Source: an optimization exercise on an open RTL-to-GDS flow (aim: small area). Production flows keep margins and buffers that such runs may drop.
At most, simulation tests tie the RTL to the original design; equivalence was not proved.
Only the layout flow was run in runs 2 and 7; the RTL was not checked for function there.
Power and IR drop assume default switching activity. The clock port is modelled as an ideal driver; clocking choices that lean on that would not hold on a real chip.

===== flow/design.v =====
module router_fifo (input clock, resetn, soft_reset, write_enb, read_enb, tlfd,
                    input [7:0] data_in,
                    output full, empty,
                    output reg [7:0] data_out);
reg [8:0] mem [0:15];
reg [4:0] wp, rp;
function [4:0] step(input [4:0] p);
  step = p[4] ? 5'b00000 :
         p[3:0] == 4'b1000 ? 5'b10000 :
         {1'b0, p[2:0], p[3] ^ p[2] ^ (p[2:0] == 3'b000)};
endfunction
reg zero;
reg [5:0] cnt;
reg [8:0] rd;
integer i;
always @(*) begin
  rd = 9'd0;
  for (i = 0; i < 16; i = i + 1)
    rd = rd | (mem[i] & {9{rp[3:0] == i}});
end
always @(posedge clock)
  if (write_enb && !wp[4])
    mem[wp[3:0]] <= {tlfd, data_in};
always @(posedge clock)
  if (!resetn || soft_reset)
    wp <= 5'd0;
  else if (write_enb && !full)
    wp <= step(wp);
always @(posedge clock)
  if (!resetn || soft_reset) begin
    rp <= 5'd0;
    data_out <= 8'd0;
  end else if (zero && data_out != 8'd0)
    data_out <= 8'd0;
  else if (read_enb && !empty) begin
    rp <= step(rp);
    if (!rp[4])
      data_out <= rd[7:0];
  end
always @(posedge clock)
  if (!resetn || soft_reset)
    zero <= 1'b1;
  else if (read_enb && !empty) begin
    if (rd[8])
      zero <= 1'b0;
    else if (cnt == 6'd0)
      zero <= 1'b1;
  end
always @(posedge clock)
  if (read_enb && !empty) begin
    if (rd[8])
      cnt <= rd[7:2];
    else
      cnt <= cnt - 6'd1;
  end
assign full  = wp[4] && rp == 5'd0;    
assign empty = (rp == wp);
endmodule
module router_fsm (input clock, resetn, pkt_valid, parity_done,
                   input [1:0] data_in,
                   input soft_reset_0, soft_reset_1, soft_reset_2, fifo_full, low_pkt_valid,
                   input fifo_empty_0, fifo_empty_1, fifo_empty_2,
                   output busy, detect_add, ld_state, laf_state, full_state,
                   output write_enb_reg, rst_int_reg, lfd_state);
localparam DECODE_ADDRESS     = 3'b000,
           LOAD_FIRST_DATA    = 3'b001,
           LOAD_DATA          = 3'b010,
           FIFO_FULL_STATE    = 3'b011,
           LOAD_AFTER_FULL    = 3'b100,
           LOAD_PARITY        = 3'b101,
           CHECK_PARITY_ERROR = 3'b110,
           WAIT_TILL_EMPTY    = 3'b111;
reg [2:0] ste, nste;
reg [1:0] addr;    
always @(posedge clock)
  addr <= data_in;
always @(posedge clock)
  if (!resetn || soft_reset_0 || soft_reset_1 || soft_reset_2)
    ste <= DECODE_ADDRESS;
  else
    ste <= nste;
wire dest_empty = (data_in == 2'd0 && fifo_empty_0) || (data_in == 2'd1 && fifo_empty_1) ||
                  (data_in == 2'd2 && fifo_empty_2);
wire addr_empty = (addr == 2'd0 && fifo_empty_0) || (addr == 2'd1 && fifo_empty_1) ||
                  (addr == 2'd2 && fifo_empty_2);
always @(*)
  case (ste)
    DECODE_ADDRESS:     nste = !pkt_valid || data_in == 2'd3 ? DECODE_ADDRESS :
                               dest_empty ? LOAD_FIRST_DATA : WAIT_TILL_EMPTY;
    LOAD_FIRST_DATA:    nste = LOAD_DATA;
    LOAD_DATA:          nste = fifo_full ? FIFO_FULL_STATE : !pkt_valid ? LOAD_PARITY : LOAD_DATA;
    FIFO_FULL_STATE:    nste = fifo_full ? FIFO_FULL_STATE : LOAD_AFTER_FULL;
    LOAD_AFTER_FULL:    nste = parity_done ? DECODE_ADDRESS : low_pkt_valid ? LOAD_PARITY : LOAD_DATA;
    LOAD_PARITY:        nste = CHECK_PARITY_ERROR;
    CHECK_PARITY_ERROR: nste = fifo_full ? FIFO_FULL_STATE : DECODE_ADDRESS;
    default:            nste = addr_empty ? LOAD_FIRST_DATA : WAIT_TILL_EMPTY;
  endcase
assign detect_add    = (ste == DECODE_ADDRESS);
assign ld_state      = (ste == LOAD_DATA);
assign laf_state     = (ste == LOAD_AFTER_FULL);
assign full_state    = (ste == FIFO_FULL_STATE);
assign write_enb_reg = (ste == LOAD_DATA || ste == LOAD_PARITY || ste == LOAD_AFTER_FULL);
assign rst_int_reg   = (ste == CHECK_PARITY_ERROR);
assign lfd_state     = (ste == LOAD_FIRST_DATA);
assign busy          = !(ste == DECODE_ADDRESS || ste == LOAD_DATA);
endmodule
module router_reg (input clock, resetn, pkt_valid,
                   input [7:0] data_in,
                   input fifo_full, rst_int_reg, detect_add, ld_state, laf_state, full_state, lfd_state,
                   output reg parity_done, low_pkt_valid, err,
                   output reg [7:0] dout);
reg [7:0] ffb, intp;
reg perr, pw;
always @(posedge clock)
  if (detect_add || (ld_state && !fifo_full))
    dout <= data_in;
  else if (laf_state)
    dout <= ffb;
always @(posedge clock)
  if (detect_add)
    intp <= data_in;
  else if (pkt_valid && ld_state)
    intp <= intp ^ data_in;
always @(posedge clock)
  if (ld_state && !pkt_valid)
    perr <= (intp != data_in);
always @(posedge clock)
  if (detect_add)
    pw <= 1'b0;
  else if (ld_state && !pkt_valid)
    pw <= 1'b1;
always @(posedge clock)
  if (!resetn)
    ffb <= 8'd0;
  else if (fifo_full && ld_state)
    ffb <= data_in;
always @(posedge clock)
  parity_done <= !detect_add && laf_state && low_pkt_valid && !parity_done;
always @(posedge clock)
  if (!resetn || rst_int_reg)
    low_pkt_valid <= 1'b0;
  else if (ld_state && !pkt_valid)
    low_pkt_valid <= 1'b1;
always @(posedge clock)
  if (!resetn)
    err <= 1'b0;
  else if (rst_int_reg && (pw ? perr : intp != 8'd0))
    err <= 1'b1;
endmodule
module router_sync (input detect_add,
                    input [1:0] data_in,
                    input write_enb_reg, clock, resetn, read_enb_0, read_enb_1, read_enb_2,
                    input empty_0, empty_1, empty_2, full_0, full_1, full_2,
                    output [2:0] write_enb,
                    output fifo_full,
                    output reg soft_reset_0, soft_reset_1, soft_reset_2,
                    output vld_out_0, vld_out_1, vld_out_2);
reg [1:0] add;    
reg [4:0] count_0, count_1, count_2;
localparam [4:0] C1 = 5'b00001, C30 = 5'b01000;
function [4:0] lfsr(input [4:0] c);
  lfsr = {c[3:0], c[4] ^ c[2]};
endfunction
always @(posedge clock)
  if (detect_add)
    add <= data_in;
assign write_enb = write_enb_reg ? {add == 2'd2, add == 2'd1, add == 2'd0} : 3'b000;
assign fifo_full = (add == 2'd0 && full_0) || (add == 2'd1 && full_1) || (add == 2'd2 && full_2);
assign vld_out_0 = ~empty_0;
assign vld_out_1 = ~empty_1;
assign vld_out_2 = ~empty_2;
always @(posedge clock) begin
  count_0 <= (!vld_out_0 || read_enb_0 || count_0 == C30) ? C1 : lfsr(count_0);
  count_1 <= (!vld_out_1 || read_enb_1 || count_1 == C30) ? C1 : lfsr(count_1);
  count_2 <= (!vld_out_2 || read_enb_2 || count_2 == C30) ? C1 : lfsr(count_2);
  soft_reset_0 <= resetn && vld_out_0 && !read_enb_0 && count_0 == C30;
  soft_reset_1 <= resetn && vld_out_1 && !read_enb_1 && count_1 == C30;
  soft_reset_2 <= resetn && vld_out_2 && !read_enb_2 && count_2 == C30;
end
endmodule
module router_top2 (input clock, resetn, read_enb_0, read_enb_1, read_enb_2,
                    input [7:0] data_in,
                    input pkt_valid,
                    output [7:0] data_out_0, data_out_1, data_out_2,
                    output valid_out_0, valid_out_1, valid_out_2, error, busy);
wire [2:0] write_enb1;
wire [7:0] dt;
wire emt0, emt1, emt2, full_0, full_1, full_2, fifo_full;
wire soft_reset_0, soft_reset_1, soft_reset_2;
wire parity_done, low_pkt_valid, detect_add, ld_state, laf_state, full_state;
wire write_enb_reg, rst_int_reg, lfd_state;
reg tlfd;
always @(posedge clock)
  tlfd <= lfd_state;
router_fsm rfsm (clock, resetn, pkt_valid, parity_done, data_in[1:0], soft_reset_0, soft_reset_1,
                 soft_reset_2, fifo_full, low_pkt_valid, emt0, emt1, emt2, busy, detect_add,
                 ld_state, laf_state, full_state, write_enb_reg, rst_int_reg, lfd_state);
router_sync rsync (detect_add, data_in[1:0], write_enb_reg, clock, resetn, read_enb_0, read_enb_1,
                   read_enb_2, emt0, emt1, emt2, full_0, full_1, full_2, write_enb1, fifo_full,
                   soft_reset_0, soft_reset_1, soft_reset_2, valid_out_0, valid_out_1, valid_out_2);
router_reg rr (clock, resetn, pkt_valid, data_in, fifo_full, rst_int_reg, detect_add, ld_state,
               laf_state, full_state, lfd_state, parity_done, low_pkt_valid, error, dt);
router_fifo rf1 (clock, resetn, soft_reset_0, write_enb1[0], read_enb_0, tlfd, dt, full_0, emt0, data_out_0);
router_fifo rf2 (clock, resetn, soft_reset_1, write_enb1[1], read_enb_1, tlfd, dt, full_1, emt1, data_out_1);
router_fifo rf3 (clock, resetn, soft_reset_2, write_enb1[2], read_enb_2, tlfd, dt, full_2, emt2, data_out_2);
endmodule

===== flow/config.mk =====
export PLATFORM = sky130hd
export DESIGN_NAME = router_top2
export DESIGN_NICKNAME = router_top2
export VERILOG_FILES = /design/flow/design.v
export SDC_FILE = /design/flow/constraint.sdc
export NUM_CORES = 4
export LEC_CHECK = 0
export CAP_MARGIN = 0
export CORE_MARGIN = 2
export CORE_UTILIZATION = 70
export PLACE_DENSITY = 0.8
export SLEW_MARGIN = 0

===== flow/flow/run.sh =====
#!/bin/bash
# The standard ORFS flow (the standard.sh), with:
#  - synthesis: the standard flow's script, but ABC maps for area (flow/area.abc), and
#    adders are left to ABC instead of ORFS's half/full-adder cells
#  - CTS without dummy loads, sink clusters of up to 30 on clkbuf_16,
#    clkbuf_8 above them
#  - port buffers (one per input and output, as standard) of the smallest
#    buffer cell
# Each tool's output goes to the ORFS logs under orfs/logs; make's output to
# standard.log.
set -euo pipefail
HERE=$PWD
export AREA_ABC_DIR=$HERE/flow
cat $HERE/flow/area_hook.tcl $HERE/synth_recipe.tcl > $HERE/area_synth.tcl
CTS="-sink_clustering_enable -repair_clock_nets -dont_use_dummy_load -sink_clustering_size 30 -sink_clustering_max_diameter 100 -buf_list {sky130_fd_sc_hd__clkbuf_8 sky130_fd_sc_hd__clkbuf_16} -sink_clustering_buffer sky130_fd_sc_hd__clkbuf_16 -root_buf sky130_fd_sc_hd__clkbuf_8 -tree_buf sky130_fd_sc_hd__clkbuf_8"
bash standard.sh SYNTH_SCRIPT=$HERE/area_synth.tcl ADDER_MAP_FILE= "CTS_ARGS=$CTS" "BUFFER_PORTS_ARGS=-buffer_cell sky130_fd_sc_hd__buf_1" finish > standard.log 2>&1

===== flow/flow/area.abc =====
&get -n
&st
&dch
&nf -p -C 32 -F 10 -R 1000
&put
mfs2 -a
strash
&get -n
&dch
&nf -p -C 32 -F 10 -R 1000
&put

===== flow/constraint.sdc =====
create_clock -name core_clock -period 5.0 [get_ports {clock}]
set_input_delay 1.0000 -clock core_clock [delete_from_list [all_inputs] [get_ports {clock}]]
set_output_delay 1.0000 -clock core_clock [all_outputs]
set_load 0.01 [all_outputs]

===== flow/standard.sh =====
#!/bin/bash
# synth_recipe.tcl (not shown) runs the flow's synth.tcl, then flattens the netlist and writes it again
# the make line also repeats each setting of config.mk as NAME=value (left out here)
make -C /OpenROAD-flow-scripts/flow DESIGN_CONFIG=/design/flow/config.mk WORK_HOME=/design/flow/orfs CLKGATE_MAP_FILE= SYNTH_SCRIPT=/design/flow/synth_recipe.tcl "${@:-finish}"

===== flow/flow/area_hook.tcl =====
# Sourced before the standard flow's synthesis script: ABC maps the logic for area with
# area.abc (beside this file) instead of ORFS's speed script. Everything else
# in the synthesis is the standard flow's. Registers are mapped before ABC runs, and ABC
# does not touch them.
set ::area_abc_script [file join $::env(AREA_ABC_DIR) area.abc]
proc abc {args} {
  set i [lsearch -exact $args -script]
  if {$i >= 0} { lset args [expr {$i + 1}] $::area_abc_script }
  puts "area hook: abc $args"
  yosys abc {*}$args
}

==> flow_summary.ini, run 1 <==
[critical_path]
endpoint_kind = output pin
critical_path.reg2reg.startpoint = rfsm.ste[2]
critPathMaxFanout = 12
critical_r2r_capture = rf2.mem[12][2]
reg2reg_depth = 8
critical_path_arrival_ns = 2.85
worst-r2r-setup-slack_ns = 1.35
critPathLaunch = rf1.wp[0]
crit_type = flip-flop to output pin
startpoint_type = flip-flop
required_ns = 4.00

[yosys]
ys_seq_area_share_pct = 76.7
syn_area_cell_sq_um = 15.4
mappedNetlistArea_sq_um = 20800
synth-warning-count = 5
postSynthRegisterBits = 562
post_synth_num_cell_types = 42
syn_inst = 1354
synth_nets = 1368

[routing]
ant_nets = 0
initialDrtViolationCount = 2403
detailroute.via_count = 12842
detailedRoute.firstPassIterationCount = 6
wire_per_inst_microns = 25.9
totalWireLength_microns = 47600
drt_drc = 0
route.detailed.vias_per_inst = 6.99

[worst_hold_path]
hold-path-endpoint = rsync.count_1[1]
hold_class = flip-flop to flip-flop
whs_path_depth = 1
min_from = rsync.count_1[0]

[timing]
fmax_ghz = 0.260
setup_repair_after_global_routing_missed_its_margin = no
setup_violators_final = 0
final.setup_skew_ns = 0.0386
finalHoldViolations = 0
min_period_ns = 3.85
fin_setup_tns_ns = 0
timing.final.max_slew_violations = 0
timing.max_slew.rel_slack_pct = 12.2
worst_pin_slew_ns = 1.31
final_min_period_over_clock_period_pct = 76.9

[grt]
number_of_global_route_vias_before_repair = 12406
initial_antenna_violation_count = 0
grt_first_pass_wirelength_microns = 72100
gr-usage-all-layers_pct = 30.8
grt.overflow.total = 0
grt_max_degree = 49

[cts]
postCtsSetupRepairBufs = 0
cts.clk_slew.worst_paths_ns = 0.11
tritoncts = yes
cts.htree.levels = 1
ctsHoldBuffers = 0
clock_path_buffers = 3
clock_latency_ns = 0.64
cts_made_buffers = 22
cts_sinks = 562
cts_root_buf = clkbuf_8
post_cts_resized = 0

[die]
initial_core_util_pct = 70.5
fp.dieW_microns = 176
number_of_core_rows = 63
design.die.area_sq_um = 31100
dieHeight_microns = 176
ioPinCount = 43
core_area_sq_um = 29500

[power]
netSwitchingFraction_pct = 31.1
max-vdd-ir-drop_mv = 0.420
total_leakage_power_nw = 6.98
power.internal_mw = 7.31
p_sw_mw = 3.30
clock_power_share_pct = 18.9
power.share.sequential_pct = 59.0
power_mw = 10.6
power.share.combinational_pct = 22.1
power_density_nw_per_um2 = 478

[layout]
ratio_of_cells_with_drive_above_1_in_the_final_layout_pct = 3.59
diodes = 0
syn_to_final_growth_pct = 6.67
nFillCells = 1779
finish.net_count = 1464
layout.core_utilization_pct = 75.2

[placed_design]
hpwl_reported_at_the_end_of_detailed_placement_microns = 30700
place.port_buffers = 42
routabilityCongestion = 0.897

[run_status]
run_status = finished clean

[run]
maxCapViolCount = 0
## area by class of cell
type,instances,area (sq um),area share (%)
flip-flops and latches,562,15900,71.9
well taps,390,488,2.20
repair buffers,72,383,1.73
multi-input cells,786,4830,21.8
inverters,6,22.5,0.102
clock buffers,22,517,2.33
## worst max-delay path: stages, from the launching register on
cell and delay [ns]:
dfxtp_1 0.65, xor2_1 0.12, nor3_1 0.94, clkinv_1 0.30, buf_1 0.20
## cells by family after synthesis
kind of cell / Yosys count / share of synthesized area (%)
and+or+nand+nor: 436 / 9.77
xor gates and xnor gates: 36 / 1.52
muxes: 18 / 0.957
AOI/OAI and AO/OA: 296 / 11.0
DFF: 562 / 76.7
buffers and inverters: 6 / 0.108
## power groups by stage
| stage | logic (mW) | clock network, mW | registers, mW |
|---|---|---|---|
| floorplan | 1.14 | 0 | 6.48 |
| global route | 2.54 | 2.17 | 6.30 |
| finish | 2.35 | 2.01 | 6.26 |
| global placement | 2.22 | 0 | 6.34 |
| CTS | 2.31 | 2.02 | 6.25 |
| detailed placement | 2.30 | 0 | 6.36 |
## stage by stage
stage	instances	hold slack [ns]	setup slack [ns]	cell area [sq um]
after global placement	1816	0.436	1.59	21700
after floorplan	1354	0.421	2.07	20800
final	1838	0.448	1.15	22200
after detailed placement	1816	0.446	1.36	21700
after CTS	1838	0.455	1.30	22200
after global routing	1838	0.486	1.02	22200
## flip-flops by register name, summed over array words and instances, names as in the netlist, 6 cells and up
name,flops
rf1.mem,144
rf1.cnt,6
rr.intp,8
rf3.cnt,6
rf1.data_out,8
rr.ffb,8
rr.dout,8
rf2.mem,144
rf2.cnt,6
rf2.data_out,8
rf3.data_out,8
rf3.mem,144
## Yosys cell counts
| cell | count | share of area [%] |
|---|---|---|
| edfxtp_1 | 469 | 68 |
| nor2_1 | 176 | 3.2 |
| a222oi_1 | 98 | 4.7 |
| dfxtp_1 | 93 | 9.0 |
| nand2_1 | 67 | 1.2 |
| a22oi_1 | 65 | 2.3 |
| o21ai_0 | 57 | 1.4 |
| nand3_1 | 45 | 1.1 |
| nor3_1 | 44 | 1.1 |
| nand2b_1 | 32 | 0.96 |
| a21oi_1 | 24 | 0.58 |
| xor2_1 | 21 | 0.88 |
| nand4_1 | 18 | 0.54 |
| mux2_1 | 15 | 0.81 |
| xnor2_1 | 15 | 0.63 |
| a211oi_1 | 14 | 0.51 |
| nor4_1 | 14 | 0.42 |
| and2_0 | 12 | 0.36 |
| and3_1 | 8 | 0.24 |
| nand3b_1 | 8 | 0.29 |
| a221oi_1 | 7 | 0.29 |
| clkinv_1 | 6 | 0.11 |
| o22ai_1 | 6 | 0.18 |
| a31oi_1 | 5 | 0.15 |
| a32oi_1 | 5 | 0.21 |
| nor2b_1 | 4 | 0.12 |
| o21a_1 | 4 | 0.14 |
| mux2i_1 | 3 | 0.14 |
| a21boi_0 | 2 | 0.072 |
| a41oi_1 | 2 | 0.084 |
| nor3b_1 | 2 | 0.072 |
| o311a_1 | 2 | 0.096 |
| or4_1 | 2 | 0.072 |
| a221o_1 | 1 | 0.048 |
| a311oi_1 | 1 | 0.042 |
| and3b_1 | 1 | 0.042 |
| nand4bb_1 | 1 | 0.054 |
| o21bai_1 | 1 | 0.036 |
| o221a_1 | 1 | 0.054 |
| o311ai_0 | 1 | 0.042 |
| or2_0 | 1 | 0.030 |
| or3_1 | 1 | 0.030 |
## cell usage in the layout, fill, tap and decap left out, types with 2 or more instances in the layout
master     count
mux2_1        15
xor2_1        21
a21oi_1       24
nand3b_1       8
buf_4         30
a221oi_1       7
o311a_1        2
nand2_1       67
nand4_1       18
nor2_1       176
o21a_1         4
nor3_1        44
nand3_1       45
edfxtp_1     469
nor4_1        14
and3_1         8
a41oi_1        2
clkinv_1       6
a222oi_1      98
a31oi_1        5
o22ai_1        6
a211oi_1      14
dfxtp_1       93
and2_0        12
a21boi_0       2
nor2b_1        4
clkbuf_16     19
nand2b_1      32
a22oi_1       65
buf_1         42
nor3b_1        2
a32oi_1        5
o21ai_0       57
xnor2_1       15
or4_1          2
mux2i_1        3
clkbuf_8       3
## how the worst max path moves through the flow
stage                         end  slack, ns  cells past startpoint
floorplan              rr.dout[0]       2.07                      7
global placement    rf3.mem[2][0]       1.59                      7
detailed placement  rf3.mem[2][0]       1.36                      7
CTS                   valid_out_0       1.30                      5
global route        rf1.mem[4][8]       1.02                      8
finish                valid_out_0       1.15                      4
## per-layer routing
metal / GRT usage [%] / routed length (microns) / vias up / share of wire [%]
li1: - / - / 5675 / -
met4: 7.99 / 1250 / 0 / 2.6
met2: 50.8 / 23200 / 809 / 49
met3: 4.52 / 4800 / 103 / 10
met1: 44.0 / 18400 / 6255 / 39
met5: 0 / 0 / - / 0
==> run 2, diff against run 1 <==
--- a/flow/design.v
+++ b/flow/design.v
@@ -110,7 +110,7 @@
                    output reg parity_done, low_pkt_valid, err,
                    output reg [7:0] dout);
 reg [7:0] ffb, intp;
-reg perr, pw;
+reg perr;
 always @(posedge clock)
   if (detect_add || (ld_state && !fifo_full))
     dout <= data_in;
@@ -122,13 +122,8 @@
   else if (pkt_valid && ld_state)
     intp <= intp ^ data_in;
 always @(posedge clock)
-  if (ld_state && !pkt_valid)
+  if (ld_state)
     perr <= (intp != data_in);
-always @(posedge clock)
-  if (detect_add)
-    pw <= 1'b0;
-  else if (ld_state && !pkt_valid)
-    pw <= 1'b1;
 always @(posedge clock)
   if (!resetn)
     ffb <= 8'd0;
@@ -144,7 +139,7 @@
 always @(posedge clock)
   if (!resetn)
     err <= 1'b0;
-  else if (rst_int_reg && (pw ? perr : intp != 8'd0))
+  else if (rst_int_reg && perr)
     err <= 1'b1;
 endmodule
 module router_sync (input detect_add,
==> run 2 against run 1 <==
Effect of this change: still clean on timing, DRC and antenna; count of clock-buffer cells in the layout unchanged; first-iteration DRC count increased by 7.6%; synthesized cell count decreased by 0.30%; area after synthesis decreased by 0.19%; sequential cell count decreased by 1; largest power group unchanged; highest routed layer unchanged.
==> flow_summary.ini, run 2 <==
[timing]
timing.max_slew.rel_slack_pct = 17.7
fmax_ghz = 0.251
setup_repair_after_global_routing_missed_its_margin = no
final_min_period_over_clock_period_pct = 79.8
fin_setup_tns_ns = 0
finalHoldViolations = 0
min_period_ns = 3.99
hold-worst-slack_ns = 0.455
worst_pin_slew_ns = 1.23
timing.final.max_slew_violations = 0
setup_violators_final = 0
final.setup_skew_ns = 0.0384

[die]
core_area_sq_um = 29400
ioPinCount = 43
initial_core_util_pct = 70.6
dieHeight_microns = 176
number_of_core_rows = 63
design.die.area_sq_um = 31000
fp.dieW_microns = 176

[critical_path]
cp_cell_sequence = clkinv_1 > o21ai_0 > nand4b_1 > nor2_1 > nand3b_1 > nor3_1
path_buf_inv = 1
critPathSlowestCell = nor3_1
crit_type = flip-flop to flip-flop
critical_path.top_delay_family = simple AND/OR/NAND/NOR gates
endpoint_kind = flip-flop
critical_path_arrival_ns = 4.27
critPathMaxFanout = 9
required_ns = 5.28
startpoint_type = flip-flop
slowest_delay_ns = 0.97

[cts]
tritoncts = yes
clock_path_buffers = 3
postCtsSetupRepairBufs = 0
cts_root_buf = clkbuf_8
cts_made_buffers = 22
cts.htree.levels = 1
cts_sinks = 561
post_cts_resized = 0
ctsHoldBuffers = 0
clock_latency_ns = 0.66
cts.clk_slew.worst_paths_ns = 0.11

[routing]
detailedRoute.firstPassIterationCount = 12
initialDrtViolationCount = 2585
wire_per_inst_microns = 26.3
ant_nets = 0
route.detailed.vias_per_inst = 7.09
totalWireLength_microns = 48400
detailroute.via_count = 13031
drt_drc = 0

[power]
max-vdd-ir-drop_mv = 0.371
netSwitchingFraction_pct = 30.9
power_density_nw_per_um2 = 473
p_sw_mw = 3.25
power_mw = 10.5
clock_power_share_pct = 19.0
power.share.sequential_pct = 59.0
power.share.combinational_pct = 22.0
total_leakage_power_nw = 6.92
power.internal_mw = 7.25

[yosys]
ys_seq_area_share_pct = 76.7
synthFlopType = edfxtp_1
synth_top_cell_by_area = edfxtp_1
synth_nets = 1364
syn_inst = 1350
synth.most_common_cell = edfxtp_1
share_of_flip_flops_with_an_asynchronous_set_or_reset_after_synthesis_pct = 0
syn_area_cell_sq_um = 15.4
synth_common_cells = edfxtp_1 (469), nor2_1 (164), a222oi_1 (98), dfxtp_1 (92), nand2_1 (73)
mappedNetlistArea_sq_um = 20800
synth.top_cells.by_area = edfxtp_1 (68%), dfxtp_1 (8.9%), a222oi_1 (4.7%)
synth_top_cell_area_share_pct = 67.9
post_synth_num_cell_types = 41
postSynthRegisterBits = 561
synth-warning-count = 5
synth_enable_flop_cells = 469

[grt]
grt.overflow.total = 0
initial_antenna_violation_count = 0
gr-usage-all-layers_pct = 31.4
grt_first_pass_wirelength_microns = 72900
grt_max_degree = 49
number_of_global_route_vias_before_repair = 12255

[layout]
ratio_of_cells_with_drive_above_1_in_the_final_layout_pct = 4.00
finish.net_count = 1465
post-route-cell-area_sq_um = 22200
syn_to_final_growth_pct = 6.89
layout_commonest_cell = edfxtp_1
mostFrequentLayoutCells = edfxtp_1 (469), nor2_1 (164), a222oi_1 (98)
diodes = 0

[placed_design]
routabilityCongestion = 0.958
place.port_buffers = 42
placed_cell_area_sq_um = 21700
hpwl_reported_at_the_end_of_detailed_placement_microns = 31100

[worst_hold_path]
hold_class = flip-flop to flip-flop

[run_status]
run_status = finished clean

[run]
maxCapViolCount = 0
## run 2: path summary, 6_finish.rpt
kind,from,endpoint,slack (ns),cells after the start
max reg2reg,rfsm.ste[2],rf2.mem[4][0],1.01,6
min reg2reg,rsync.count_1[3],rsync.count_1[4],0.45,1
max,rfsm.ste[2],rf2.mem[4][0],1.01,6
min,rsync.count_1[3],rsync.count_1[4],0.45,1
## run 2: routing by layer
layer  track usage (%)  vias to the layer above  share of wire [%]
met5                 0                        -                  0
met3              5.15                      109                 11
met4              8.54                        0                2.8
met1              46.0                     6382                 38
li1                  -                     5670                  -
met2              50.1                      870                 48
## run 2: through the flow
| stage | worst slack [ns] | utilization [%] | std cells |
|---|---|---|---|
| after detailed placement | 1.26 | 73.7 | 1817 |
| after CTS | 1.16 | 75.5 | 1839 |
| after floorplan | 2.31 | - | 1350 |
| final | 1.01 | 75.5 | 1839 |
| after global placement | 1.38 | 73.7 | 1817 |
| after global routing | 0.727 | 75.5 | 1839 |
## run 2: logic make-up after synthesis
family	count (synthesis)	share of synthesized area, %
compound gates	298	11.0
xor+xnor	34	1.43
buf+inv	10	0.181
flops	561	76.7
mux	16	0.850
simple gates	431	9.78
## run 2: power groups by stage
stage               Combinational [mW]  Clock (mW)  Sequential [mW]
global route                      2.49        2.17             6.22
finish                            2.31        2.00             6.19
global placement                  2.22           0             6.26
detailed placement                2.29           0             6.28
CTS                               2.29        2.01             6.18
floorplan                         1.08           0             6.43
## run 2: final cells by class
class	instances	area [sq um]
timing repair buffer	77	420
multi-input combinational	779	4800
clock buffer	22	517
fill	1765	7220
tap	390	488
inverter	10	37.5
sequential	561	15900
## run 2: worst reg2reg max path, cell delays in order (launching register included)
cell and delay [ns]:
dfxtp_1 0.43, clkinv_1 0.16, o21ai_0 0.81, nand4b_1 0.41
nor2_1 0.60, nand3b_1 0.27, nor3_1 0.97
==> run 3, diff against run 2 <==
--- a/flow/design.v
+++ b/flow/design.v
@@ -107,7 +107,8 @@
 module router_reg (input clock, resetn, pkt_valid,
                    input [7:0] data_in,
                    input fifo_full, rst_int_reg, detect_add, ld_state, laf_state, full_state, lfd_state,
-                   output reg parity_done, low_pkt_valid, err,
+                   output parity_done,
+                   output reg low_pkt_valid, err,
                    output reg [7:0] dout);
 reg [7:0] ffb, intp;
 reg perr;
@@ -129,8 +130,7 @@
     ffb <= 8'd0;
   else if (fifo_full && ld_state)
     ffb <= data_in;
-always @(posedge clock)
-  parity_done <= !detect_add && laf_state && low_pkt_valid && !parity_done;
+assign parity_done = 1'b0;
 always @(posedge clock)
   if (!resetn || rst_int_reg)
     low_pkt_valid <= 1'b0;
==> run 3 against run 2 <==
Effect of this change: via count fell by 1.7%; power fell by 11%; die area fell by 0.18%; first-iteration DRC count fell by 11%; clock skew rose by 0.015 ns; register-to-register slack improved by 0.35 ns; combinational power fell by 32%; fmax rose by 9.7%; worst hold slack improved by 0.015 ns; critical path type unchanged; critical endpoint is now rr.dout[7].
==> flow_summary.ini, run 3 <==
[critical_path]
required_ns = 5.26
critical_path.top_delay_family = simple AND/OR/NAND/NOR gates
worst-r2r-setup-slack_ns = 1.36
critical_path_arrival_ns = 3.90
critical_r2r_capture = rr.dout[7]
critPathMaxFanout = 11
critPathSlowestCell = o311ai_0
endpoint_kind = flip-flop
crit_top_cell = nand2_1
cp_cell_sequence = nor4_1 > buf_4 > nand3b_1 > o311ai_0 > nand2_1 > nand2_1 > o21ai_0
startpoint_type = flip-flop
path_buf_inv = 1
reg2reg_depth = 7
crit_type = flip-flop to flip-flop
slowest_delay_ns = 0.77
critical_path.reg2reg.startpoint = rf1.rp[0]

[routing]
route.detailed.vias_per_inst = 7.00
route.met3.wl_microns = 4570
totalWireLength_microns = 46800
dr_wl_met2_microns = 22800
topRoutingLayerUsed = met4
initialDrtViolationCount = 2304
ant_nets = 0
wire_per_inst_microns = 25.5
detailroute.via_count = 12808
detailedRoute.firstPassIterationCount = 10
drt_drc = 0
routedLengthMet1_microns = 18000

[die]
design.die.area_sq_um = 31000
initial_core_util_pct = 71.6
ioPinCount = 43
dieHeight_microns = 176
number_of_core_rows = 62
core_area_sq_um = 28900
fp.dieW_microns = 176

[grt]
grt_max_degree = 49
number_of_global_route_vias_before_repair = 12402
initial_antenna_violation_count = 0
grt.overflow.total = 0
gr-usage-all-layers_pct = 30.6
grt_first_pass_wirelength_microns = 71600

[cts]
cts_sinks = 560
cts.htree.levels = 1
ctsHoldBuffers = 0
postCtsSetupRepairBufs = 0
cts_made_buffers = 22
tritoncts = yes
clock_path_buffers = 3
cts_root_buf = clkbuf_8
cts.clk_slew.worst_paths_ns = 0.11
clock_latency_ns = 0.66
post_cts_resized = 0

[timing]
hold-worst-slack_ns = 0.470
fin_setup_tns_ns = 0
finalHoldViolations = 0
fmax_ghz = 0.275
min_period_ns = 3.64
setup_repair_after_global_routing_missed_its_margin = no
worst_pin_slew_ns = 1.35
setup_violators_final = 0
timing.max_slew.rel_slack_pct = 9.99
final_min_period_over_clock_period_pct = 72.7
timing.final.max_slew_violations = 0
final.setup_skew_ns = 0.0533

[yosys]
synth.most_common_cell = edfxtp_1
synth_common_cells = edfxtp_1 (469), nor2_1 (185), a222oi_1 (98), dfxtp_1 (91), nand2_1 (73)
syn_inst = 1342
synth.top_cells.by_area = edfxtp_1 (68%), dfxtp_1 (8.8%), a222oi_1 (4.7%)
syn_area_cell_sq_um = 15.4
synth_top_cell_area_share_pct = 68.0
ys_seq_area_share_pct = 76.8
mappedNetlistArea_sq_um = 20700
synth-warning-count = 5
synth_nets = 1356
share_of_flip_flops_with_an_asynchronous_set_or_reset_after_synthesis_pct = 0
synth_top_cell_by_area = edfxtp_1
postSynthRegisterBits = 560
synth_enable_flop_cells = 469
post_synth_num_cell_types = 43
synthFlopType = edfxtp_1

[power]
power_mw = 9.40
power_density_nw_per_um2 = 424
total_leakage_power_nw = 7.01
max-vdd-ir-drop_mv = 0.407

[layout]
nFillCells = 1661
instances_no_fill = 1831
multi_input_gate_area_sq_um = 4790
mostFrequentLayoutCells = edfxtp_1 (469), nor2_1 (185), a222oi_1 (98)
finish.net_count = 1463
ratio_of_cells_with_drive_above_1_in_the_final_layout_pct = 4.42
diodes = 0
syn_to_final_growth_pct = 7.08
layout_commonest_cell = edfxtp_1
regArea_sq_um = 15900

[worst_hold_path]
hold_class = flip-flop to flip-flop
whs_path_depth = 1
hold-path-endpoint = rsync.count_2[2]
min_from = rsync.count_2[1]

[placed_design]
placedCellCount = 1809
hpwl_reported_at_the_end_of_detailed_placement_microns = 30200
place.port_buffers = 42
routabilityCongestion = 0.905

[run_status]
run_status = finished clean

[run]
maxCapViolCount = 0
## run 3: cell types whose count changed after synthesis, sizes merged, moves of 3 or more
cell    delta
a22oi      -8
a221oi     +5
o21ai      -9
a22o       +3
nand2b     -7
or4        +4
a21oi     -18
o22ai      -3
clkinv     -3
a211oi     +5
nor2      +21
## run 3: worst max-delay path by stage
stage | end | from | depth (start not counted) | slack [ns]
2_1_floorplan | rr.dout[0] | rf1.rp[0] | 6 | 1.81
3_3_place_gp | rr.dout[3] | rf1.rp[0] | 7 | 1.57
3_5_place_dp | rr.dout[3] | rf1.rp[0] | 7 | 1.41
4_1_cts | rr.dout[7] | rf1.rp[0] | 7 | 1.41
5_1_grt | rr.dout[6] | rf1.rp[0] | 7 | 1.11
6_report | rr.dout[7] | rf1.rp[0] | 7 | 1.36
## run 3: logic make-up (layout without fill, tap and decap cells)
family | after synthesis | in the layout | share of synthesized area [%]
compound gates | 276 | 276 | 10.7
xor+xnor | 36 | 36 | 1.52
simple gates | 445 | 445 | 9.94
flops | 560 | 560 | 76.8
mux | 18 | 18 | 0.960
buf+inv | 7 | 112 | 0.127
## run 3: metrics by stage
step           setup slack (ns)  area (sq um)  utilization (%)
3_5_place_dp               1.41         21700             74.9
5_1_grt                    1.11         22200             76.7
3_3_place_gp               1.57         21700             74.9
6_report                   1.36         22200             76.7
2_1_floorplan              1.81         20700                -
4_1_cts                    1.41         22200             76.7
## run 3: layout make-up
class	instances	share of cell area, %
clock buffers	22	2.33
multi-input cells	775	21.6
flip-flops and latches	560	71.7
repair buffers	83	2.10
well taps	384	2.17
inverters	7	0.118
## run 3: metal layers
metal / global-route usage [%] / up-vias
met2: 50.2 / 771
met3: 4.13 / 97
li1: - / 5649
met5: 0 / -
met4: 8.75 / 0
met1: 43.9 / 6291
## run 3: power breakdown
group	internal (mW)	total (mW)	switching (mW)
combinational	0.397	1.58	1.18
sequential	5.66	5.82	0.162
clock	0.734	2.00	1.26
total	6.79	9.40	2.60
==> run 4, diff against run 3 <==
--- a/flow/config.mk
+++ b/flow/config.mk
@@ -8,5 +8,6 @@
 export CAP_MARGIN = 0
 export CORE_MARGIN = 2
 export CORE_UTILIZATION = 70
+export GPL_TIMING_DRIVEN = 0
 export PLACE_DENSITY = 0.8
 export SLEW_MARGIN = 0
==> run 4 against run 3 <==
Effect of this change: sequential share of layout area down 0.20 points; fmax down 11%; clock skew down 0.015 ns; wire length down 2.7%; cell area up 0.28%; cell count down 1.3%; via count down 0.95%; global-route usage down 1.1 points; largest power group unchanged.
==> flow_summary.ini, run 4 <==
[run_status]
run_status = finished clean

[yosys]
synth_top_cell_area_share_pct = 68.0
synth.most_common_cell = edfxtp_1
mappedNetlistArea_sq_um = 20700
synth_top_cell_by_area = edfxtp_1
syn_area_cell_sq_um = 15.4
synth.top_cells.by_area = edfxtp_1 (68%), dfxtp_1 (8.8%), a222oi_1 (4.7%)
synth_common_cells = edfxtp_1 (469), nor2_1 (185), a222oi_1 (98), dfxtp_1 (91), nand2_1 (73)
synth-warning-count = 5
ys_seq_area_share_pct = 76.8
synth_enable_flop_cells = 469
synth_nets = 1356
syn_inst = 1342
synthFlopType = edfxtp_1
postSynthRegisterBits = 560
share_of_flip_flops_with_an_asynchronous_set_or_reset_after_synthesis_pct = 0
post_synth_num_cell_types = 43

[critical_path]
slowest_delay_ns = 0.76
reg2reg_depth = 7
startpoint_type = flip-flop
critPathSlowestCell = o311ai_0
crit_top_cell = nand2_1
crit_type = flip-flop to flip-flop
critical_path.reg2reg.startpoint = rf1.rp[0]
critical_r2r_capture = rr.dout[1]
endpoint_kind = flip-flop
worst-r2r-setup-slack_ns = 0.93
timing.critical_path.depth = 7
required_ns = 5.23
critical_path.top_delay_family = simple AND/OR/NAND/NOR gates
cp_cell_sequence = nor4_2 > buf_4 > nand3b_1 > o311ai_0 > nand2_1 > nand2_1 > o21ai_0
path_buf_inv = 1
critPathMaxFanout = 11
critical_path_arrival_ns = 4.30

[worst_hold_path]
min_from = rsync.count_2[1]
hold-path-endpoint = rsync.count_2[2]
whs_path_depth = 1
hold_class = flip-flop to flip-flop

[routing]
initialDrtViolationCount = 2166
detailedRoute.firstPassIterationCount = 8
ant_nets = 0
detailroute.via_count = 12686
drt_drc = 0
totalWireLength_microns = 45500
wire_per_inst_microns = 25.2
route.detailed.vias_per_inst = 7.02

[timing]
setup_repair_after_global_routing_missed_its_margin = no
worst_pin_slew_ns = 1.38
hold-worst-slack_ns = 0.473
final_min_period_over_clock_period_pct = 81.5
fin_setup_tns_ns = 0
timing.final.max_slew_violations = 0
worst_slack_ns = 0.927
finalHoldViolations = 0
fmax_ghz = 0.245
timing.max_slew.rel_slack_pct = 7.04
setup_violators_final = 0
final.setup_skew_ns = 0.0383
min_period_ns = 4.07

[cts]
ctsHoldBuffers = 0
tritoncts = yes
cts_root_buf = clkbuf_8
clock_path_buffers = 3
cts_sinks = 560
postCtsSetupRepairBufs = 0
cts.htree.levels = 1
clock_latency_ns = 0.65
cts.clk_slew.worst_paths_ns = 0.11
post_cts_resized = 0
cts_made_buffers = 22

[die]
dieHeight_microns = 176
number_of_core_rows = 62
core_area_sq_um = 28900
initial_core_util_pct = 71.6
fp.dieW_microns = 176
ioPinCount = 43
design.die.area_sq_um = 31000

[layout]
layout_commonest_cell = edfxtp_1
ratio_of_cells_with_drive_above_1_in_the_final_layout_pct = 3.94
finish.net_count = 1438
instances_no_fill = 1807
syn_to_final_growth_pct = 7.39
mostFrequentLayoutCells = edfxtp_1 (469), nor2_1 (185), a222oi_1 (98)

[placed_design]
setup_slack_after_placement_ns = 0.969
hpwl_reported_at_the_end_of_detailed_placement_microns = 30200
placedCellCount = 1782
place.port_buffers = 42
routabilityCongestion = 0.851

[grt]
grt_busiest_layer = met2
gr-usage-all-layers_pct = 29.5
number_of_global_route_vias_before_repair = 12124
grt.overflow.total = 0
grt_max_degree = 49
grt_first_pass_wirelength_microns = 69000
initial_antenna_violation_count = 0
global_route.usage.met2_pct = 47.7
met3_usage_pct = 3.88
grt_use_met1_pct = 43.3

[power]
total_leakage_power_nw = 7.00
max-vdd-ir-drop_mv = 0.352
power_density_nw_per_um2 = 425

[run]
maxCapViolCount = 0
-- run 4: cell type report --
cell class,instances,area [sq um]
inverter,7,26.3
fill,1676,6690
antenna,1,2.50
clock buffer,22,517
sequential,560,15900
timing repair buffer,58,440
tap,384,480
multi-input combinational,775,4870
-- run 4: report_power, final --
group	switching (mW)	internal (mW)
combinational	0.982	0.490
sequential	0.343	5.66
clock	1.25	0.733
total	2.58	6.89
-- run 4: worst register-to-register path, stage by stage, from the launching register on --
cell and delay, ns:
dfxtp_1 0.46, nor4_2 0.47, buf_4 0.25, nand3b_1 0.22, o311ai_0 0.76, nand2_1 0.47, nand2_1 0.47, o21ai_0 0.54
-- run 4: stage by stage --
stage	instance area [sq um]	utilization, %	total power, mW
after floorplan	20700	-	6.78
after global placement	21400	73.8	7.32
after global routing	22200	76.9	9.79
after CTS	22200	76.7	9.43
final	22200	76.9	9.46
after detailed placement	21700	74.9	7.55
-- run 4: cell families (layout without fill, tap and decap cells) --
| family | count (synthesis) | after routing | synth area share [%] |
|---|---|---|---|
| AOI/OAI and AO/OA | 276 | 276 | 10.7 |
| xor gates and xnor gates | 36 | 36 | 1.52 |
| buffers and inverters | 7 | 87 | 0.127 |
| DFF | 560 | 560 | 76.8 |
| muxes | 18 | 18 | 0.960 |
| other | 0 | 1 | 0 |
| and+or+nand+nor | 445 | 445 | 9.94 |
-- run 4: layer usage --
metal / vias up / wire, microns
met4: 0 / 1120
met2: 747 / 22000
met1: 6250 / 17800
met5: - / 0
li1: 5612 / -
met3: 77 / 4570
-- run 4: how the worst max path moves through the flow --
stage	start	endpoint	slack (ns)
2_1_floorplan	rf1.rp[0]	rr.dout[0]	1.81
3_3_place_gp	rf1.rp[0]	rr.dout[5]	-0.06
5_1_grt	rf1.rp[0]	rr.dout[7]	0.52
4_1_cts	rf1.rp[0]	rr.dout[1]	0.91
3_5_place_dp	rf1.rp[0]	rr.dout[5]	0.97
6_report	rf1.rp[0]	rr.dout[1]	0.93
==> run 5, diff against run 4 <==
--- a/flow/config.mk
+++ b/flow/config.mk
@@ -7,7 +7,6 @@
 export LEC_CHECK = 0
 export CAP_MARGIN = 0
 export CORE_MARGIN = 2
-export CORE_UTILIZATION = 70
-export GPL_TIMING_DRIVEN = 0
-export PLACE_DENSITY = 0.8
+export CORE_UTILIZATION = 80
+export PLACE_DENSITY = 0.9
 export SLEW_MARGIN = 0
==> run 5 against run 4 <==
Effect of this change: clock power barely moved; still clean on timing, DRC and antenna; sequential cell count did not move; wire length rose by 9.7%; largest power group unchanged; clock skew rose by 0.025 ns; register-to-register slack improved by 0.47 ns.
==> flow_summary.ini, run 5 <==
[run_status]
run_status = finished clean

[critical_path]
critPathMaxFanout = 12
critPathLaunch = rf1.wp[0]
required_ns = 4.00
critPathSlowestCell = nor3_1
critical_path.reg2reg.startpoint = rf1.rp[0]
worst-r2r-setup-slack_ns = 1.40
critical_r2r_capture = rr.dout[2]
crit_type = flip-flop to output pin
cp_cell_sequence = xnor2_1 > nand3_1 > nor3_1 > clkinv_1 > buf_1
startpoint_type = flip-flop
reg2reg_depth = 7
slowest_delay_ns = 0.76
endpoint_kind = output pin
critical_path_arrival_ns = 2.78
crit_end = valid_out_0

[timing]
timing.max_slew.rel_slack_pct = 5.88
fin_setup_tns_ns = 0
min_period_ns = 3.78
final.setup_skew_ns = 0.0630
final_min_period_over_clock_period_pct = 75.7
timing.final.max_slew_violations = 0
setup_violators_final = 0
setup_repair_after_global_routing_missed_its_margin = no
fmax_ghz = 0.264
hold-worst-slack_ns = 0.474
worst_pin_slew_ns = 1.40
worst_slack_ns = 1.22
finalHoldViolations = 0

[yosys]
synth_compound_gate_area_share_pct = 10.7
synthFlopType = edfxtp_1
syn_inst = 1342
synth.top_cells.by_area = edfxtp_1 (68%), dfxtp_1 (8.8%), a222oi_1 (4.7%)
synth_fa_ha_area_share_pct = 0
synth.most_common_cell = edfxtp_1
synth_nets = 1356
synth_top_cell_area_share_pct = 68.0
share_of_flip_flops_with_an_asynchronous_set_or_reset_after_synthesis_pct = 0
mappedNetlistArea_sq_um = 20700
synthXorXnorAreaFrac_pct = 1.52
synth_common_cells = edfxtp_1 (469), nor2_1 (185), a222oi_1 (98), dfxtp_1 (91), nand2_1 (73)
synth-warning-count = 5
syn_area_cell_sq_um = 15.4
synth_top_family_by_area = compound AO/OA/AOI/OAI gates
post_synth_num_cell_types = 43
synth_enable_flop_cells = 469
synth_top_cell_by_area = edfxtp_1
ys_seq_area_share_pct = 76.8
postSynthRegisterBits = 560
yosys.area_share.simple_pct = 9.94
synth.mux.area_fraction_pct = 0.960

[cts]
cts_sinks = 560
clock_latency_ns = 0.67
cts_made_buffers = 22
cts_root_buf = clkbuf_8
postCtsSetupRepairBufs = 0
tritoncts = yes
post_cts_resized = 0
cts.clk_slew.worst_paths_ns = 0.11
ctsHoldBuffers = 0
clock_path_buffers = 3
cts.htree.levels = 1

[power]
power.share.combinational_pct = 16.9
netSwitchingFraction_pct = 28.1
total_leakage_power_nw = 6.97
clock_power_share_pct = 21.1
p_sw_mw = 2.66
power_density_nw_per_um2 = 428
power.share.sequential_pct = 62.0
power.internal_mw = 6.79
max-vdd-ir-drop_mv = 0.421

[grt]
number_of_global_route_vias_before_repair = 12879
grt_max_degree = 49
grt.overflow.total = 0
gr-usage-all-layers_pct = 37.3
grt_first_pass_wirelength_microns = 74700
initial_antenna_violation_count = 0

[routing]
detailedRoute.firstPassIterationCount = 9
ant_nets = 0
totalWireLength_microns = 49900
initialDrtViolationCount = 2978
wire_per_inst_microns = 28.2
drt_drc = 0
detailroute.via_count = 13629
route.detailed.vias_per_inst = 7.70

[die]
ioPinCount = 43
core_area_sq_um = 25300
initial_core_util_pct = 81.8
number_of_core_rows = 58
fp.dieW_microns = 165
design.die.area_sq_um = 27200
dieHeight_microns = 165

[layout]
layout_commonest_cell = edfxtp_1
regArea_sq_um = 15900
instances_no_fill = 1771
ratio_of_cells_with_drive_above_1_in_the_final_layout_pct = 4.02
mostFrequentLayoutCells = edfxtp_1 (469), nor2_1 (185), a222oi_1 (98)
multi_input_gate_area_sq_um = 4790
finish.net_count = 1457
nFillCells = 1044
layout.core_utilization_pct = 87.1
syn_to_final_growth_pct = 6.54
diodes = 0

[placed_design]
place.port_buffers = 42
placedCellCount = 1749
setup_slack_after_placement_ns = 1.58
routabilityCongestion = 0.926
hpwl_reported_at_the_end_of_detailed_placement_microns = 31400

[worst_hold_path]
hold_class = flip-flop to flip-flop

[run]
maxCapViolCount = 0
[run 5: cell count changes in the layout (fill, tap and decap cells not counted), sizes merged]
cell   change
buf       +19
diode      -1
[run 5: power groups by stage]
stage	Sequential [mW]	Clock (mW)	Combinational, mW
floorplan	6.08	0	0.702
global placement	5.93	0	1.42
detailed placement	5.95	0	1.51
CTS	5.85	1.96	1.54
global route	5.88	2.10	1.70
finish	5.86	1.99	1.60
[run 5: metrics by stage]
| step | power [mW] | instance area [sq um] |
|---|---|---|
| after global routing | 9.68 | 22100 |
| after global placement | 7.35 | 21600 |
| after floorplan | 6.78 | 20700 |
| final | 9.44 | 22100 |
| after CTS | 9.35 | 22100 |
| after detailed placement | 7.46 | 21600 |
[run 5: logic make-up after synthesis]
group,count (synthesis)
DFF,560
and+or+nand+nor,445
AOI/OAI and AO/OA,276
xor gates and xnor gates,36
muxes,18
buffers and inverters,7
[run 5: cell type report]
cell class                      count  share of cell area, %
Timing Repair Buffer               77                   1.90
Sequential cell                   560                   72.1
Inverter                            7                  0.119
Multi-Input combinational cell    775                   21.7
Tap cell                          330                   1.87
Clock buffer                       22                   2.34
[run 5: how the worst min path moves through the flow]
stage                  startpoint          endpoint  slack [ns]  depth (start not counted)
2_1_floorplan  rsync.soft_reset_1          rf2.zero        0.43                          2
3_3_place_gp     rsync.count_2[1]  rsync.count_2[2]        0.44                          1
3_5_place_dp     rsync.count_2[1]  rsync.count_2[2]        0.45                          1
4_1_cts          rsync.count_2[1]  rsync.count_2[2]        0.48                          1
5_1_grt          rsync.count_2[1]  rsync.count_2[2]        0.49                          1
6_report         rsync.count_2[1]  rsync.count_2[2]        0.47                          1
[run 5: critical path: cells and delay by family, from the launching register on]
family	cells	cell delay, ns
flip-flops	1	0.63
XOR/XNOR	1	0.18
buffers and inverters	2	0.44
AND/OR/NAND/NOR	2	0.86
[run 5: routing by layer]
layer	track usage (%)	wire length, microns	up-vias
li1	-	-	5650
met3	6.43	7100	194
met2	60.7	23900	1336
met5	0	0	-
met4	13.7	2060	0
met1	52.1	16900	6449
==> run 6, diff against run 5 <==
--- a/flow/config.mk
+++ b/flow/config.mk
@@ -7,6 +7,6 @@
 export LEC_CHECK = 0
 export CAP_MARGIN = 0
 export CORE_MARGIN = 2
-export CORE_UTILIZATION = 80
-export PLACE_DENSITY = 0.9
+export CORE_UTILIZATION = 75
+export PLACE_DENSITY = 0.85
 export SLEW_MARGIN = 0
==> run 6 against run 5 <==
Effect of this change: clock skew down 0.031 ns; worst hold slack better by 0.011 ns; via count is 4.0% lower; clock power is essentially flat; power shrank 0.54%; cell area grew 0.16%; non-clock buffer count increased by 3; sequential share of layout area fell by 0.12 points; area after synthesis unchanged; fmax fell by 2.1%; critical path type unchanged.
==> flow_summary.ini, run 6 <==
[timing]
min_period_ns = 3.86
timing.max_slew.rel_slack_pct = 15.4
worst_pin_slew_ns = 1.26
worst_slack_ns = 1.14
timing.final.max_slew_violations = 0
fin_setup_tns_ns = 0
setup_violators_final = 0
fmax_ghz = 0.259
setup_repair_after_global_routing_missed_its_margin = no
final.setup_skew_ns = 0.0322
finalHoldViolations = 0
final_min_period_over_clock_period_pct = 77.3

[yosys]
synth_top_cell_by_area = edfxtp_1
synth_nets = 1356
syn_inst = 1342
synth-warning-count = 5
post_synth_num_cell_types = 43
mappedNetlistArea_sq_um = 20700
syn_area_cell_sq_um = 15.4
synthFlopType = edfxtp_1
ys_seq_area_share_pct = 76.8
synth.most_common_cell = edfxtp_1
postSynthRegisterBits = 560
synth_common_cells = edfxtp_1 (469), nor2_1 (185), a222oi_1 (98), dfxtp_1 (91), nand2_1 (73)
synth_top_cell_area_share_pct = 68.0
share_of_flip_flops_with_an_asynchronous_set_or_reset_after_synthesis_pct = 0
synth_enable_flop_cells = 469
synth.top_cells.by_area = edfxtp_1 (68%), dfxtp_1 (8.8%), a222oi_1 (4.7%)

[grt]
grt_max_degree = 49
grt.overflow.total = 0
grt_first_pass_wirelength_microns = 71800
initial_antenna_violation_count = 0
gr-usage-all-layers_pct = 33.4
number_of_global_route_vias_before_repair = 12733

[run_status]
run_status = finished clean

[die]
number_of_core_rows = 60
core_area_sq_um = 27000
initial_core_util_pct = 76.7
dieHeight_microns = 170
design.die.area_sq_um = 29000
fp.dieW_microns = 170
ioPinCount = 43

[layout]
ratio_of_cells_with_drive_above_1_in_the_final_layout_pct = 4.22
syn_to_final_growth_pct = 6.72
diodes = 0
finish.net_count = 1460
mostFrequentLayoutCells = edfxtp_1 (469), nor2_1 (185), a222oi_1 (98)
nFillCells = 1400
layout_commonest_cell = edfxtp_1

[cts]
clock_path_buffers = 3
tritoncts = yes
cts.clk_slew.worst_paths_ns = 0.11
cts_made_buffers = 22
postCtsSetupRepairBufs = 0
cts.htree.levels = 1
cts_root_buf = clkbuf_8
clock_latency_ns = 0.65
cts_sinks = 560
ctsHoldBuffers = 0
post_cts_resized = 0

[routing]
drt_drc = 0
detailroute.via_count = 13078
wire_per_inst_microns = 26.7
totalWireLength_microns = 47700
ant_nets = 0
detailedRoute.firstPassIterationCount = 9
route.detailed.vias_per_inst = 7.33
initialDrtViolationCount = 2379

[worst_hold_path]
min_from = rsync.count_0[0]
hold_class = flip-flop to flip-flop
hold-path-endpoint = rsync.count_0[1]
whs_path_depth = 1

[power]
max-vdd-ir-drop_mv = 0.511
power_mw = 9.39
power_density_nw_per_um2 = 425
total_leakage_power_nw = 6.99

[critical_path]
critical_path.reg2reg.startpoint = rf1.rp[0]
startpoint_type = flip-flop
critical_r2r_capture = rr.dout[0]
worst-r2r-setup-slack_ns = 1.44
reg2reg_depth = 7
critPathMaxFanout = 12
crit_type = flip-flop to output pin
critical_path_arrival_ns = 2.86
endpoint_kind = output pin
required_ns = 4.00

[run]
maxCapViolCount = 0

[placed_design]
setup_slack_after_placement_ns = 1.54
place.port_buffers = 42
hpwl_reported_at_the_end_of_detailed_placement_microns = 30500
routabilityCongestion = 0.900
==> run 6: cell counts after synthesis <==
Identical to the previous run, type by type.
==> run 6: cell type report <==
class | instances | area [sq um] | area share [%]
tap | 341 | 427 | 1.93
inverter | 7 | 26.3 | 0.119
timing repair buffer | 80 | 443 | 2.00
multi-input combinational | 775 | 4790 | 21.7
sequential | 560 | 15900 | 71.9
clock buffer | 22 | 517 | 2.34
==> run 6: power breakdown <==
| group | leakage, nW | internal, mW | switching, mW |
|---|---|---|---|
| combinational | 1.73 | 0.392 | 1.22 |
| clock | 0.256 | 0.734 | 1.25 |
| sequential | 5.01 | 5.66 | 0.140 |
| total | 6.99 | 6.79 | 2.61 |
==> run 6: logic make-up (layout without fill, tap and decap cells) <==
group	after synthesis	count (layout)	share of synthesized area, %
and+or+nand+nor	445	445	9.94
AOI/OAI and AO/OA	276	276	10.7
xor gates and xnor gates	36	36	1.52
buffers and inverters	7	109	0.127
DFF	560	560	76.8
muxes	18	18	0.960
==> run 6: stage by stage <==
| stage | util (%) | cells | area, sq um | hold slack, ns |
|---|---|---|---|---|
| floorplan | - | 1342 | 20700 | 0.430 |
| global placement | 79.8 | 1761 | 21600 | 0.438 |
| detailed placement | 79.8 | 1761 | 21600 | 0.453 |
| CTS | 81.7 | 1783 | 22100 | 0.484 |
| global route | 81.8 | 1785 | 22100 | 0.498 |
| finish | 81.8 | 1785 | 22100 | 0.484 |
==> run 6: worst max-delay path by stage <==
stage / from / to / slack, ns
2_1_floorplan: rf1.rp[0] / rr.dout[0] / 1.81
3_3_place_gp: rf1.rp[0] / rr.dout[3] / 1.71
3_5_place_dp: rf1.rp[0] / rr.dout[6] / 1.54
4_1_cts: rf1.wp[1] / valid_out_0 / 1.19
5_1_grt: rf1.wp[1] / valid_out_0 / 1.05
6_report: rf1.wp[1] / valid_out_0 / 1.14
==> run 6: worst max-delay path, stage by stage (launching register included) <==
cell	delay [ns]
dfxtp_1	0.61
xnor2_1	0.18
nand3_1	0.12
nor3_1	0.81
clkinv_1	0.31
buf_1	0.20
==> run 6: per-layer routing <==
| metal | track usage (%) | wire length (microns) |
|---|---|---|
| met4 | 12.2 | 1830 |
| met1 | 47.5 | 17600 |
| met5 | 0 | 0 |
| met3 | 5.51 | 5570 |
| met2 | 53.5 | 22700 |
==> run 7, diff against run 6 <==
--- a/flow/design.v
+++ b/flow/design.v
@@ -159,8 +159,8 @@
 always @(posedge clock)
   if (detect_add)
     add <= data_in;
-assign write_enb = write_enb_reg ? {add == 2'd2, add == 2'd1, add == 2'd0} : 3'b000;
-assign fifo_full = (add == 2'd0 && full_0) || (add == 2'd1 && full_1) || (add == 2'd2 && full_2);
+assign write_enb = write_enb_reg ? {add[1], add[0], add == 2'd0} : 3'b000;
+assign fifo_full = add[1] ? full_2 : add[0] ? full_1 : full_0;
 assign vld_out_0 = ~empty_0;
 assign vld_out_1 = ~empty_1;
 assign vld_out_2 = ~empty_2;
--- a/flow/config.mk
+++ b/flow/config.mk
@@ -7,6 +7,6 @@
 export LEC_CHECK = 0
 export CAP_MARGIN = 0
 export CORE_MARGIN = 2
-export CORE_UTILIZATION = 75
-export PLACE_DENSITY = 0.85
+export CORE_UTILIZATION = 70
+export PLACE_DENSITY = 0.8
 export SLEW_MARGIN = 0
==> run 7 against run 6 <==
Effect of this change: clock power about the same; largest power group unchanged; area after synthesis up 0.18%; non-clock buffer count rose by 1; critical path depth is the same; highest routed layer unchanged; count of clock-buffer cells in the layout is the same; global-route usage fell by 2.7 points; combinational power up 61%.
==> flow_summary.ini, run 7 <==
[layout]
finish.net_count = 1477
ratio_of_cells_with_drive_above_1_in_the_final_layout_pct = 4.24
mostFrequentLayoutCells = edfxtp_1 (469), nor2_1 (178), a222oi_1 (103)
instances_no_fill = 1851
diodes = 0
layout.core_utilization_pct = 75.6
syn_to_final_growth_pct = 7.04
layout_commonest_cell = edfxtp_1

[yosys]
share_of_flip_flops_with_an_asynchronous_set_or_reset_after_synthesis_pct = 0
synth_nets = 1372
postSynthRegisterBits = 560
ys_seq_area_share_pct = 76.6
syn_area_cell_sq_um = 15.3
synth_enable_flop_cells = 469
synth-warning-count = 5
synth_common_cells = edfxtp_1 (469), nor2_1 (178), a222oi_1 (103), dfxtp_1 (91), nand2_1 (77)
post_synth_num_cell_types = 40
synth_top_cell_area_share_pct = 67.9
mappedNetlistArea_sq_um = 20800
synthFlopType = edfxtp_1
synth.most_common_cell = edfxtp_1
syn_inst = 1358
synth_top_cell_by_area = edfxtp_1
synth.top_cells.by_area = edfxtp_1 (68%), dfxtp_1 (8.8%), a222oi_1 (5.0%)

[timing]
worst_pin_slew_ns = 1.29
fin_setup_tns_ns = 0
final.setup_skew_ns = 0.0359
timing.final.max_slew_violations = 0
final_min_period_over_clock_period_pct = 76.6
min_period_ns = 3.83
setup_repair_after_global_routing_missed_its_margin = no
finalHoldViolations = 0
setup_violators_final = 0
timing.max_slew.rel_slack_pct = 13.5
fmax_ghz = 0.261

[placed_design]
hpwl_reported_at_the_end_of_detailed_placement_microns = 30300
routabilityCongestion = 0.897
placedCellCount = 1828
place.port_buffers = 42

[power]
max-vdd-ir-drop_mv = 0.370
total_leakage_power_nw = 7.02
power_density_nw_per_um2 = 495
power_mw = 11.0

[cts]
ctsHoldBuffers = 0
postCtsSetupRepairBufs = 0
clock_latency_ns = 0.65
clock_path_buffers = 3
cts_sinks = 560
cts.clk_slew.worst_paths_ns = 0.11
cts_made_buffers = 22
tritoncts = yes
cts.htree.levels = 1
cts_root_buf = clkbuf_8
post_cts_resized = 0

[critical_path]
slowest_delay_ns = 0.76
critical_path_arrival_ns = 2.83
startpoint_type = flip-flop
critPathSlowestCell = nor3_1
crit_type = flip-flop to output pin
critical_path.top_delay_family = simple AND/OR/NAND/NOR gates
endpoint_kind = output pin
cp_cell_sequence = xnor2_1 > nand3_1 > nor3_1 > clkinv_1 > buf_1
path_buf_inv = 2
required_ns = 4.00
critPathMaxFanout = 11

[worst_hold_path]
hold_class = flip-flop to flip-flop

[grt]
grt_max_degree = 49
gr-usage-all-layers_pct = 30.7
grt.overflow.total = 0
grt_first_pass_wirelength_microns = 71500
number_of_global_route_vias_before_repair = 12252
initial_antenna_violation_count = 0

[routing]
drt_drc = 0
totalWireLength_microns = 46700
route.detailed.vias_per_inst = 6.96
detailedRoute.firstPassIterationCount = 7
detailroute.via_count = 12887
wire_per_inst_microns = 25.2
ant_nets = 0
initialDrtViolationCount = 2391

[die]
ioPinCount = 43
core_area_sq_um = 29400
number_of_core_rows = 63
design.die.area_sq_um = 31000
fp.dieW_microns = 176
initial_core_util_pct = 70.6
dieHeight_microns = 176

[run_status]
run_status = finished clean

[run]
maxCapViolCount = 0
-- run 7: changes by cell type after synthesis, moves of 5 or more --
cell	delta
nand2b_1	+9
a221oi_1	-5
a32oi_1	-6
nor2_1	-7
nor3_1	+9
a222oi_1	+5
a21oi_1	+15
and3_1	-5
-- run 7: cell type report --
| class | instances | area [sq um] |
|---|---|---|
| repair buffers | 81 | 450 |
| flip-flops and latches | 560 | 15900 |
| multi-input cells | 787 | 4810 |
| inverters | 11 | 41.3 |
| well taps | 390 | 488 |
| clock buffers | 22 | 517 |
| fillers | 1781 | 7190 |
-- run 7: power breakdown --
part           switching [mW]  total [mW]  internal [mW]
combinational            1.84        2.59          0.749
sequential              0.397        6.43           6.04
clock                    1.25        1.99          0.733
-- run 7: per-layer routing --
layer | vias to the layer above | GRT usage (%) | share of wire [%] | routed length, microns
li1 | 5708 | - | - | -
met2 | 801 | 49.2 | 48 | 22500
met5 | - | 0 | 0 | 0
met3 | 87 | 4.63 | 10 | 4720
met1 | 6291 | 44.7 | 39 | 18200
met4 | 0 | 9.02 | 2.6 | 1240
-- run 7: through the flow --
step	hold WS (ns)	area, sq um	worst slack [ns]
floorplan	0.429	20800	1.99
global placement	0.439	21700	1.63
detailed placement	0.452	21700	1.33
CTS	0.468	22200	1.23
global route	0.485	22200	1.07
finish	0.465	22200	1.17
-- run 7: final timing paths --
check,from,end,slack [ns],depth (start not counted)
min reg2reg,rsync.count_0[3],rsync.count_0[4],0.47,1
max,rf1.wp[0],valid_out_0,1.17,5
min,rsync.count_0[3],rsync.count_0[4],0.47,1
max reg2reg,rf1.rp[1],rf1.mem[0][7],1.37,9
-- run 7: worst reg2reg max path, stage by stage, from the launching register on --
cell     delay [ns]
dfxtp_1        0.55
nor4_2         0.09
buf_4          0.20
nand2_1        0.08
nor2_1         0.06
nor3_1         0.26
nand2_1        0.24
nor2_1         0.55
nand2_1        0.22
nor3_1         0.97
-- run 7: cells by family after synthesis --
kind of cell / count (synthesis) / share of synthesized area (%)
DFF: 560 / 76.6
and+or+nand+nor: 445 / 9.86
AOI/OAI and AO/OA: 289 / 10.9
xor gates and xnor gates: 36 / 1.52
muxes: 17 / 0.904
buffers and inverters: 11 / 0.199

[port drivers added, routing unchanged]
Ports are ideal in the flow. The routed layouts listed here were re-timed in OpenROAD.
Step 1: set_driving_cell puts a clkbuf_16 on clock and a buf_2 on each other input, an assumption about the parent block.
Step 2 times the ports against the registers' clock, not the clock port: input delays grow and output delays shrink by t, the midpoint of the rising clock arrivals with the driver on.
a / b / c = ideal / step 1 / step 2; a / b = the first two.
run	shift t [ns]	setup slack, ns	cell pins on the clock port's net
run 1	0.670	1.155 / 1.108 / 1.348	1
run 2	0.690	1.010 / 1.010 / 1.010	1
run 3	0.683	1.364 / 1.364 / 1.364	1
run 4	0.680	0.927 / 0.927 / 0.927	1
run 5	0.681	1.215 / 1.169 / 1.401	1
run 6	0.678	1.136 / 1.088 / 1.444	1
run 7	0.683	1.168 / 1.121 / 1.374	1
After both steps every run listed still meets setup and hold.
